This is an optimization exercise on Yosys and OpenROAD, whose aim is a short achievable clock period and few clock cycles, not a production implementation.
In this exercise RTL edits were held to simulation tests only and were not proved equivalent to the original.
Power and IR drop assume default switching activity.

==> v22 <==
==> flow/design.v <==
module flopr # (parameter WIDTH = 8)
(input clk, reset,load,
input [WIDTH-1:0] d,
output [WIDTH-1:0] q);
reg [WIDTH-1:0] data;
assign q = data;
always @ (posedge clk)
begin
if(reset)
	data <= 0;
else if(load)
	data <= d;
end
endmodule 
module mux2 # (parameter WIDTH = 8)
(input [WIDTH-1:0] d0, d1, input s,
output [WIDTH-1:0] y);
assign y = s ? d1 : d0;
endmodule
module acc_mux #(parameter N = 8)
(input [N-1:0]d0,d1,d2,d3,
input [1:0] sel,
output reg [N-1:0] out);
always@(*)
	begin 
		case(sel)
		2'b00: out <= d0;
		2'b01: out <= d1;
		2'b10: out <= d2;
		2'b11: out <= d3;
		default: out <= d0;
		endcase
	end
endmodule
module jump_mux #(parameter N = 6)
(input[N-1:0] d0,d1,d2,d3,
input [1:0] sel,
output reg [N-1:0] out);
always@(*)
 begin
	case(sel)
	2'b00: out <= d0;
	2'b01: out <= d1;
	2'b10: out <= d2;
	2'b11: out <= d3;
	default: out <= d1;
	endcase
 end
endmodule 
module pcplus(input[5:0] d,
output [5:0] q);
assign q = d + 6'd1; 
endmodule
module relplus(input[5:0] a,b,
output[5:0] OUT);
assign OUT =  a + {3'b000,b[2:0]};
endmodule 
module relminus(input[5:0]a,b,
output[5:0] OUT);
assign OUT =  a - {3'b000,b[2:0]};
endmodule 
module alu (a,b,sel, out);
    input [7:0] a,b;
    input [2:0] sel; 
    output reg [7:0] out;
    always @ (*) 
    begin 
        case(sel) 
         3'b000: out = a; 
			3'b001: out = a & b; 	
         3'b010: out = a | b;  
			3'b011: out = ~a;    
         3'b100: out = a + b;
			3'b101: out = a - b;
			3'b110: out = a + 8'd1;
			3'b111: out = a - 8'd1;
			default: out = a;  
        endcase
    end
endmodule
module shifter(a,sel,out);
	input [7:0] a;
	input [1:0] sel;
	output reg [7:0] out;
	always@(*)
	begin
		case(sel)
		2'b00:out = a;
		2'b01:out = a << 1;
		2'b10:out = a >> 1;
		2'b11:out = {a[0],a[7:1]};
		default: out = a;
	endcase
	end
endmodule 
module regfile(input[7:0] D,input[2:0] address ,input we,clock,reset,
output [7:0] out);
reg [7:0] register [7:0];
integer i;
always@(posedge clock)
begin
	if(reset)
	begin
		for(i = 0; i < 8; i = i + 1)
			register[i] <= 8'd0;
	end
	else if(we)
	begin
		register[address] <= D; 
	end
end
assign out = register[address];
endmodule 
module datapath(input clk,reset,
				input [7:0] readdata,
				input IRload,
				input [1:0] Jmpmuxsel,
				input PCload,
				input MemInst,
				input MRload,
				input [1:0] Asel,
				input Aload,
				input RFwr,
				input [2:0] ALUsel,
				input [1:0] Shiftsel,
				input outen,
				input [7:0] IN,
				output [7:0] accout,
				output [7:0]OUT,
				output [7:0] INSTR,
				output [5:0] address 
				);				
wire [7:0] result,rfout;
wire [7:0] aluout;
wire [7:0] amux_out; 
wire [5:0] MAout;
wire [5:0] PCout,pos_sign,neg_sign,PCplusone;
wire [5:0] JMPmuxOut; 
flopr #(8) IR (clk,reset,IRload,readdata,INSTR);
flopr #(6) MA (clk,reset,MRload,readdata[5:0],MAout);
flopr #(6) PC(clk,reset,PCload,JMPmuxOut,PCout);
relplus pos(PCout,INSTR[5:0],pos_sign);
relminus min(PCout,INSTR[5:0],neg_sign);
pcplus pcplusone(PCout,PCplusone);
jump_mux #(6) JMPmux(PCplusone,readdata[5:0],neg_sign,pos_sign,Jmpmuxsel,JMPmuxOut);
mux2 #(6) MemMux(PCout,MAout,MemInst,address);
acc_mux #(8) accmux4(result,rfout,IN,readdata,Asel,amux_out);
flopr #(8) accumlator(clk,reset,Aload,amux_out,accout);
regfile RF(accout,INSTR[2:0],RFwr,clk,reset,rfout);
alu ALU(accout,rfout,ALUsel,aluout);
shifter shiftReg(aluout,Shiftsel,result);
flopr #(8) OUTREG(clk,reset,outen,accout,OUT);
endmodule
module controller(input clk,reset,
			     input [7:0] instr,
				  input [7:0] A,
				  output MemWr,
				  output [1:0] JMPmux,Shiftsel,Asel,
				  output IRload,MRload,PCload,MemInst,Aload,RFwr,OutEn,
				  output [2:0] ALUsel,
				  output halted
				  );
wire [5:0] present;
reg [5:0] next;
reg [5:0] next_c;
reg [16:0] bits;
localparam FETCH = 6'd0,
		   DECODE = 6'd1,
			NOP = 6'd2,
		   LDA = 6'd3,
		   STA = 6'd4,
		   LDM = 6'd5,
		   STM = 6'd6,
		   LDI = 6'd7,
		   AND = 6'd8,
		   OR = 6'd9,
		   ADD = 6'd10,
		   SUB = 6'd11,
		   NOT = 6'd12,
		   INC = 6'd13,
		   DEC = 6'd14,
		   SHFL = 6'd15,
		   SHFR = 6'd16,
		   ROTR = 6'd17,
		   IN = 6'd18,
		   OUT = 6'd19,
		   HALT = 6'd20,
		   JMP = 6'd21,
		   JMPR = 6'd22,
		   JZ = 6'd23,
		   JZR = 6'd24,
		   JNZ = 6'd25,
		   JNZR = 6'd26,
		   JP = 6'd27,
		   JPR = 6'd28,
		   LDMC2 = 6'd29,
		   STMC2 = 6'd30;
assign present = reset ? 6'd0 : next;
always@(posedge clk)
begin
	if(reset)
		next <= 6'd0;
	else
		next <= next_c;
end
always@(*)
begin
			bits = 17'd0;
			next_c = 6'd0;
			case(present)
				FETCH:
					begin					
						bits = 17'b10001000000000000;
						next_c = DECODE;
					end
				DECODE:
				begin
						bits = 17'd0;
					if(instr == 8'b0000_0000)
						next_c = NOP;
					else if(instr[7:4] == 4'b0001)
						next_c = LDA;
					else if(instr[7:4] == 4'b0010)
						next_c = STA;
					else if(instr[7:4] == 4'b0011)
						next_c = LDM;
					else if(instr[7:4] == 4'b0100)
						next_c = STM;
					else if(instr[7:4] == 4'b0101)
						next_c = LDI;
					else if(instr[7:4] == 4'b1010)
						next_c = AND;
					else if(instr[7:4] == 4'b1011)
						next_c = OR;
					else if(instr[7:4] == 4'b1100)
						next_c = ADD;
					else if(instr[7:4] == 4'b1101)
						next_c = SUB;
					else if(instr == 8'b1110_0000)
						next_c = NOT;
					else if(instr == 8'b1110_0001)
						next_c = INC;
					else if(instr == 8'b1110_0010)
						next_c = DEC;
					else if(instr == 8'b1110_0011)
						next_c = SHFL;
					else if(instr == 8'b1110_0100)
						next_c = SHFR;
					else if(instr == 8'b1110_0101)
						next_c = ROTR;
					else if(instr == 8'b1111_0000)
						next_c = IN;
					else if(instr == 8'b1111_0001)
						next_c = OUT;
					else if(instr == 8'b1111_0010)
						next_c = HALT;
					else if(instr[7:4] == 4'b0110)
					begin
						if(instr[3:0] == 4'd0)
							next_c = JMP;
						else
							next_c = JMPR;
					end
					else if(instr[7:4] == 4'b0111)
					begin
						if(instr[3:0] == 4'd0)
							next_c = JZ;
						else
							next_c = JZR;
					end
					else if(instr[7:4] == 4'b1000)
					begin
						if(instr[3:0] == 4'd0)
							next_c = JNZ;
						else 
							next_c = JNZR;
					end					
					else if(instr[7:4] == 4'b1001)
					begin
						if(instr[3:0]== 4'd0)	
							next_c = JP;
						else	
							next_c = JPR;
					end
					else 
						next_c = FETCH;
				end
				NOP:
					begin
						bits = 17'b00000000000000000;
						next_c = FETCH;
					end
				LDA:
					begin
						bits = 17'b00000000110000000;
						next_c = FETCH;
					end
				STA:
					begin
						bits = 17'b00000000001000000;
						next_c = FETCH;
					end
				LDM:
					begin
						bits = 17'b01001000000000000;
						next_c = LDMC2;
					end
				STM:
					begin 
						bits = 17'b01001000000000000;
						next_c = STMC2;
					end
				LDI:
					begin
						bits = 17'b00001001110000000;
						next_c = FETCH;
					end
				AND:
					begin
						bits = 17'b00000000010001000;
						next_c = FETCH;
					end
				OR:
					begin
						bits = 17'b00000000010010000;
						next_c = FETCH;
					end
				ADD:
					begin
						bits = 17'b00000000010100000;
						next_c = FETCH;
					end
				SUB:
					begin
						bits = 17'b00000000010101000;
						next_c = FETCH;
					end
				NOT:
					begin
						bits = 17'b00000000010011000;
						next_c = FETCH;
					end
				INC:
					begin
						bits = 17'b00000000010110000;
						next_c = FETCH;
					end
				DEC:
					begin
						bits = 17'b00000000010111000;
						next_c = FETCH;
					end
				SHFL:
					begin
						bits = 17'b00000000010000010;
						next_c = FETCH;
					end
				SHFR:
					begin
						bits = 17'b00000000010000100;
						next_c = FETCH;
					end
				ROTR:
					begin
						bits = 17'b00000000010000110;
						next_c = FETCH;
					end
				IN:
					begin
						bits = 17'b00000001010000000;
						next_c = FETCH;
					end
				OUT:
					begin
						bits = 17'b00000000000000001;
						next_c = FETCH;
					end
				HALT:
					begin
						bits = 17'd0;
						next_c = HALT;
					end
				LDMC2:
					begin
						bits = 17'b00000101110000000;
						next_c = FETCH;
					end
				STMC2:
					begin
						bits = 17'b00000110000000000;
						next_c = FETCH;
					end
				JMP:
					begin
						bits = 17'b00011000000000000;
						next_c = FETCH;
					end
				JMPR:
					begin
						if(instr[3:0] == 4'd0)
							bits = 17'd0;
						else
						begin
							if(instr[3] == 1'd0) 
								bits = 17'b00111000000000000;
							else 
								bits = 17'b00101000000000000;
						end
					next_c = FETCH;
					end
				JZ:
					begin
						if(A == 8'b0)
							bits = 17'b00011000000000000;
						else  
							bits = 17'b00001000000000000;
						next_c = FETCH;
					end
				JZR:
					begin
						if(A == 8'b0 && instr[3:0]!= 4'd0)
							begin
								if(instr[3] == 1'd0) 
									bits = 17'b00111000000000000;
								else 
									bits = 17'b00101000000000000;
							end
						else 
							bits =17'd0;
						next_c = FETCH;
					end
				JNZ:
					begin
						if(A != 8'b0)
							bits = 17'b00011000000000000;
						else
							bits = 17'b00001000000000000;
						next_c = FETCH;
					end
				JNZR:
					begin
						if(A!=8'b0 && instr[3:0] != 4'd0)
							begin
								if(instr[3] == 1'd0) 
									bits = 17'b00111000000000000;
								else 
									bits = 17'b00101000000000000;
							end
						else  
							bits = 17'd0;
						next_c = FETCH;
					end
				JP:
					begin
						if(A[7] == 1'd0 && A !=8'd0 ) 
							bits = 17'b00011000000000000;
						else  
							bits = 17'b00001000000000000;
						next_c = FETCH;
					end
				JPR:
					begin
						if(A[7] == 1'd0 && instr[3:0] != 4'd0)
							begin
								if(instr[3] == 1'd0) 
									bits = 17'b00111000000000000;
								else 
									bits = 17'b00101000000000000;
							end
						else  
							bits = 17'd0;
					next_c = FETCH;
					end
			default:
				begin
					bits = 17'd0;
					next_c = FETCH;
				end
			endcase
end
assign IRload = bits[16];
assign MRload = bits[15];
assign JMPmux = bits[14:13];
assign PCload = bits[12];
assign MemInst = bits[11];
assign MemWr = bits[10];
assign Asel = bits[9:8];
assign Aload = bits [7];
assign RFwr = bits [6];
assign ALUsel = bits [5:3];
assign Shiftsel = bits [2:1];
assign OutEn = bits[0];
assign halted = (present == HALT);	
endmodule 
module my_cpu(input clk,reset,
output[5:0] address,
output memWr,
output[7:0] writedata,
input [7:0] readdata,IN,
output [7:0] OUT,
output halted
);
wire IRload,PCload,MRload,RFwr,OutEn,Aload;
wire MemInst;
wire [1:0] Jmpmuxsel,Shiftsel;
wire [1:0] Asel;
wire [2:0] ALUsel;
wire [7:0] instr;
controller fsm(clk,reset,instr,writedata,memWr,Jmpmuxsel,Shiftsel,Asel,IRload,MRload,PCload,
MemInst,Aload,RFwr,OutEn,ALUsel,halted);
datapath DP(clk,reset,readdata,IRload,Jmpmuxsel,PCload,MemInst,MRload,
Asel,Aload,RFwr,ALUsel,Shiftsel,OutEn,IN,writedata,OUT,instr,address);
endmodule
==> flow/run.sh <==
#!/bin/bash
# synth_recipe.tcl (not shown) runs the flow's synth.tcl, then flattens the netlist and writes it again
# the make line also repeats each setting of config.mk as NAME=value (left out here)
make -C /OpenROAD-flow-scripts/flow DESIGN_CONFIG=/design/flow/config.mk WORK_HOME=/design/flow/orfs CLKGATE_MAP_FILE= SYNTH_SCRIPT=/design/flow/synth_recipe.tcl finish
==> flow/config.mk <==
export PLATFORM = sky130hd
export DESIGN_NAME = my_cpu
export DESIGN_NICKNAME = my_cpu
export VERILOG_FILES = /design/flow/design.v
export SDC_FILE = /design/flow/constraint.sdc
export NUM_CORES = 4
export LEC_CHECK = 0
export CAP_MARGIN = 20
export CORE_MARGIN = 2
export CORE_UTILIZATION = 40
export SLEW_MARGIN = 20
==> flow/constraint.sdc <==
create_clock -name core_clock -period 5.0 [get_ports {clk}]
set_input_delay 1.0000 -clock core_clock [delete_from_list [all_inputs] [get_ports {clk}]]
set_output_delay 1.0000 -clock core_clock [all_outputs]
set_load 0.01 [all_outputs]
==> v30: changes against v22 <==
==> flow/design.v, changed modules only <==
module my_cpu(input clk,reset,
output[5:0] address,
output memWr,
output[7:0] writedata,
input [7:0] readdata,IN,
output [7:0] OUT,
output halted
);
reg oper;            
reg data;            
reg [1:0] kind;      
reg [5:0] addr;      
reg [5:0] ret;       
reg [7:0] A, OUTr;
reg [7:0] R [0:7];
reg wr, hlt;
assign address = addr;
assign memWr = wr;
assign writedata = A;
assign OUT = OUTr;
assign halted = hlt;
wire [7:0] d = readdata;
wire [3:0] hi = d[7:4];
wire [3:0] lo = d[3:0];
wire fetch = !oper && !data;
wire [7:0] r_val [0:7];
wire [7:0] r_and [0:7];
wire [7:0] r_or  [0:7];
wire [7:0] r_add [0:7];
wire [7:0] r_sub [0:7];
genvar gi;
generate for (gi = 0; gi < 8; gi = gi + 1) begin : pre
	assign r_val[gi] = R[gi];
	assign r_and[gi] = A & R[gi];
	assign r_or[gi]  = A | R[gi];
	assign r_add[gi] = A + R[gi];
	assign r_sub[gi] = A - R[gi];
end endgenerate
wire [7:0] u_not  = ~A;
wire [7:0] u_inc  = A + 8'd1;
wire [7:0] u_dec  = A - 8'd1;
wire [7:0] u_shl  = {A[6:0], 1'b0};
wire [7:0] u_shr  = {1'b0, A[7:1]};
wire [7:0] u_rotr = {A[0], A[7:1]};
wire [7:0] rs;
generate for (gi = 0; gi < 8; gi = gi + 1) begin : rsel
	assign rs[gi] = (d[2:0] == gi);
end endgenerate
wire op_lda = hi == 4'h1;
wire op_sta = hi == 4'h2;
wire op_and = hi == 4'hA;
wire op_or  = hi == 4'hB;
wire op_add = hi == 4'hC;
wire op_sub = hi == 4'hD;
wire op_not = d == 8'hE0;
wire op_inc = d == 8'hE1;
wire op_dec = d == 8'hE2;
wire op_shl = d == 8'hE3;
wire op_shr = d == 8'hE4;
wire op_rot = d == 8'hE5;
wire op_in  = d == 8'hF0;
wire op_out = d == 8'hF1;
wire op_hlt = d == 8'hF2;
reg [7:0] sel_val, sel_and, sel_or, sel_add, sel_sub;
integer i;
always @(*) begin
	sel_val = 8'd0; sel_and = 8'd0; sel_or = 8'd0; sel_add = 8'd0; sel_sub = 8'd0;
	for (i = 0; i < 8; i = i + 1) begin
		sel_val = sel_val | ({8{rs[i]}} & r_val[i]);
		sel_and = sel_and | ({8{rs[i]}} & r_and[i]);
		sel_or  = sel_or  | ({8{rs[i]}} & r_or[i]);
		sel_add = sel_add | ({8{rs[i]}} & r_add[i]);
		sel_sub = sel_sub | ({8{rs[i]}} & r_sub[i]);
	end
end
wire a_alu = op_lda | op_and | op_or | op_add | op_sub | op_not | op_inc |
             op_dec | op_shl | op_shr | op_rot | op_in;
wire [7:0] a_fetch = ({8{op_lda}} & sel_val) | ({8{op_and}} & sel_and) |
                     ({8{op_or}}  & sel_or)  | ({8{op_add}} & sel_add) |
                     ({8{op_sub}} & sel_sub) | ({8{op_not}} & u_not) |
                     ({8{op_inc}} & u_inc)   | ({8{op_dec}} & u_dec) |
                     ({8{op_shl}} & u_shl)   | ({8{op_shr}} & u_shr) |
                     ({8{op_rot}} & u_rotr)  | ({8{op_in}}  & IN);
wire z = (A == 8'd0);
wire n = A[7];
wire is_jmp = (hi[3:2] == 2'b01 && hi[1:0] == 2'b10) || (hi[3:2] == 2'b01 && hi[1:0] == 2'b11) ||
              (hi == 4'h8) || (hi == 4'h9);
wire cond = (hi == 4'h6) | ((hi == 4'h7) & z) | ((hi == 4'h8) & !z) | ((hi == 4'h9) & !n);
wire is_abs = is_jmp && lo == 4'd0;
wire is_rel = is_jmp && lo != 4'd0;
wire abs_take = is_abs && cond && !(hi == 4'h9 && z);
wire abs_skip = is_abs && !abs_take;
wire rel_take = is_rel && cond;
wire two_byte = (hi == 4'h3) || (hi == 4'h4) || (hi == 4'h5) || abs_take;
wire [5:0] a_p1 = addr + 6'd1;
wire [5:0] a_p2 = addr + 6'd2;
wire [5:0] a_rel [0:15];
generate for (gi = 0; gi < 16; gi = gi + 1) begin : rel
	if (gi < 8)
		assign a_rel[gi] = addr + 6'd1 + gi;
	else
		assign a_rel[gi] = addr + 6'd1 - (gi - 8);
end endgenerate
reg [5:0] rel_addr;
always @(*) begin
	rel_addr = 6'd0;
	for (i = 0; i < 16; i = i + 1)
		rel_addr = rel_addr | ({6{lo == i}} & a_rel[i]);
end
always @(posedge clk) begin
	if (reset) begin
		oper <= 1'b0; data <= 1'b0; kind <= 2'd0;
		addr <= 6'd0; ret <= 6'd0;
		A <= 8'd0; OUTr <= 8'd0;
		for (i = 0; i < 8; i = i + 1) R[i] <= 8'd0;
		wr <= 1'b0; hlt <= 1'b0;
	end else if (!hlt) begin
		if (fetch) begin
			if (a_alu) A <= a_fetch;
			if (op_sta) R[d[2:0]] <= A;
			if (op_out) OUTr <= A;
			if (op_hlt) hlt <= 1'b1;
			oper <= two_byte;
			kind <= (hi == 4'h5) ? 2'd0 : (hi == 4'h3) ? 2'd2 : (hi == 4'h4) ? 2'd3 : 2'd1;
			if (abs_skip) addr <= a_p2;
			else if (rel_take) addr <= rel_addr;
			else addr <= a_p1;
		end else if (oper) begin
			oper <= 1'b0;
			ret <= a_p1;
			case (kind)
			2'd0: begin A <= d; addr <= a_p1; end
			2'd1: addr <= d[5:0];
			2'd2: begin addr <= d[5:0]; data <= 1'b1; end
			2'd3: begin addr <= d[5:0]; data <= 1'b1; wr <= 1'b1; end
			endcase
		end else begin
			data <= 1'b0;
			wr <= 1'b0;
			addr <= ret;
			if (kind == 2'd2) A <= d;
		end
	end
end
endmodule
==> impl_results.md <==
- Status: complete, no violations
- Drt initial violations: 595
- Die X: ~140 um
- Starting Density: 0.412
- Compound-cell area share of the yosys netlist: 0.154
- Hold endpoint: DP.MA.data[1]
- Synth unique cells: 78
- Total GRT Usage: 0.232
- Seq. pwr: 1100 uW
- Die Ht: 135 um
- CP cell instances: mux4_1 > mux2_2 > inv_1 > ha_1 > o21ai_0 > nand2_1 > o31ai_1 > nand2_1 > o21a_1 > fa_1 > nand2b_1 > a21oi_1 > a211oi_1 > a2111oi_2 > nor2_1 > a211oi_1 > a221oi_1
- Period utilisation layout: 0.866
[end of results for v22]
==> impl_results.md <==
- CP cell instances: inv_1 > ha_1 > a21oi_1 > o221ai_1 > o41ai_1 > mux2i_1 > nand4_1 > or3_1 > a2111oi_0 > a21oi_1
- Total GRT Usage: 0.365
- Period utilisation layout: 0.769
- Non-clk invs: between 100 and 150
- Synth unique cells: 82
- Starting Density: 0.406
- Status: complete, no violations
- Nonclk buf count: 120
- Die X: 191 um
- Seq. pwr: around 950 uW
[end of results for v30]
Testbench counts of v22, summed over its fixed seeds: cycles 129,957.
Testbench counts of v30, summed over its fixed seeds: cycles 54,795.

## afterwards: timing with drivers on the ports
How much do the figures lean on ideal ports? The routed layouts below were timed once more, with nothing changed but the port constraints. Step 1 (the two cells are an assumption about what drives the block):
set clk [get_ports {clk}]
set_driving_cell -lib_cell sky130_fd_sc_hd__clkbuf_16 $clk
set_driving_cell -lib_cell sky130_fd_sc_hd__buf_2 [delete_from_list [all_inputs] $clk]
Step 2 moves the port delays by t, midway between the first and last clock arrival at a register: inputs arrive t later, outputs are due t later. That takes back most of the time a late clock gives input paths. Slacks: ideal ports / drivers / drivers and shift; pairs: ideal ports / drivers.
| run | t (ns) | setup slack, ns | latest minus earliest clock arrival (ns) | worst register clock-pin slew, ns | pins driven straight from the clock port |
|---|---|---|---|---|---|
| v22 | 0.402 | 0.671 / 0.671 / 0.671 | 0.012 / 0.011 | 0.08 / 0.08 | 1 |
| v30 | 0.447 | 1.156 / 1.156 / 1.013 | 0.014 / 0.013 | 0.09 / 0.09 | 1 |
After both steps setup and hold are still met in every run listed. The setup slack of v30, which loses most, moves by 0.000 ns with the drivers and by -0.143 ns with both steps.
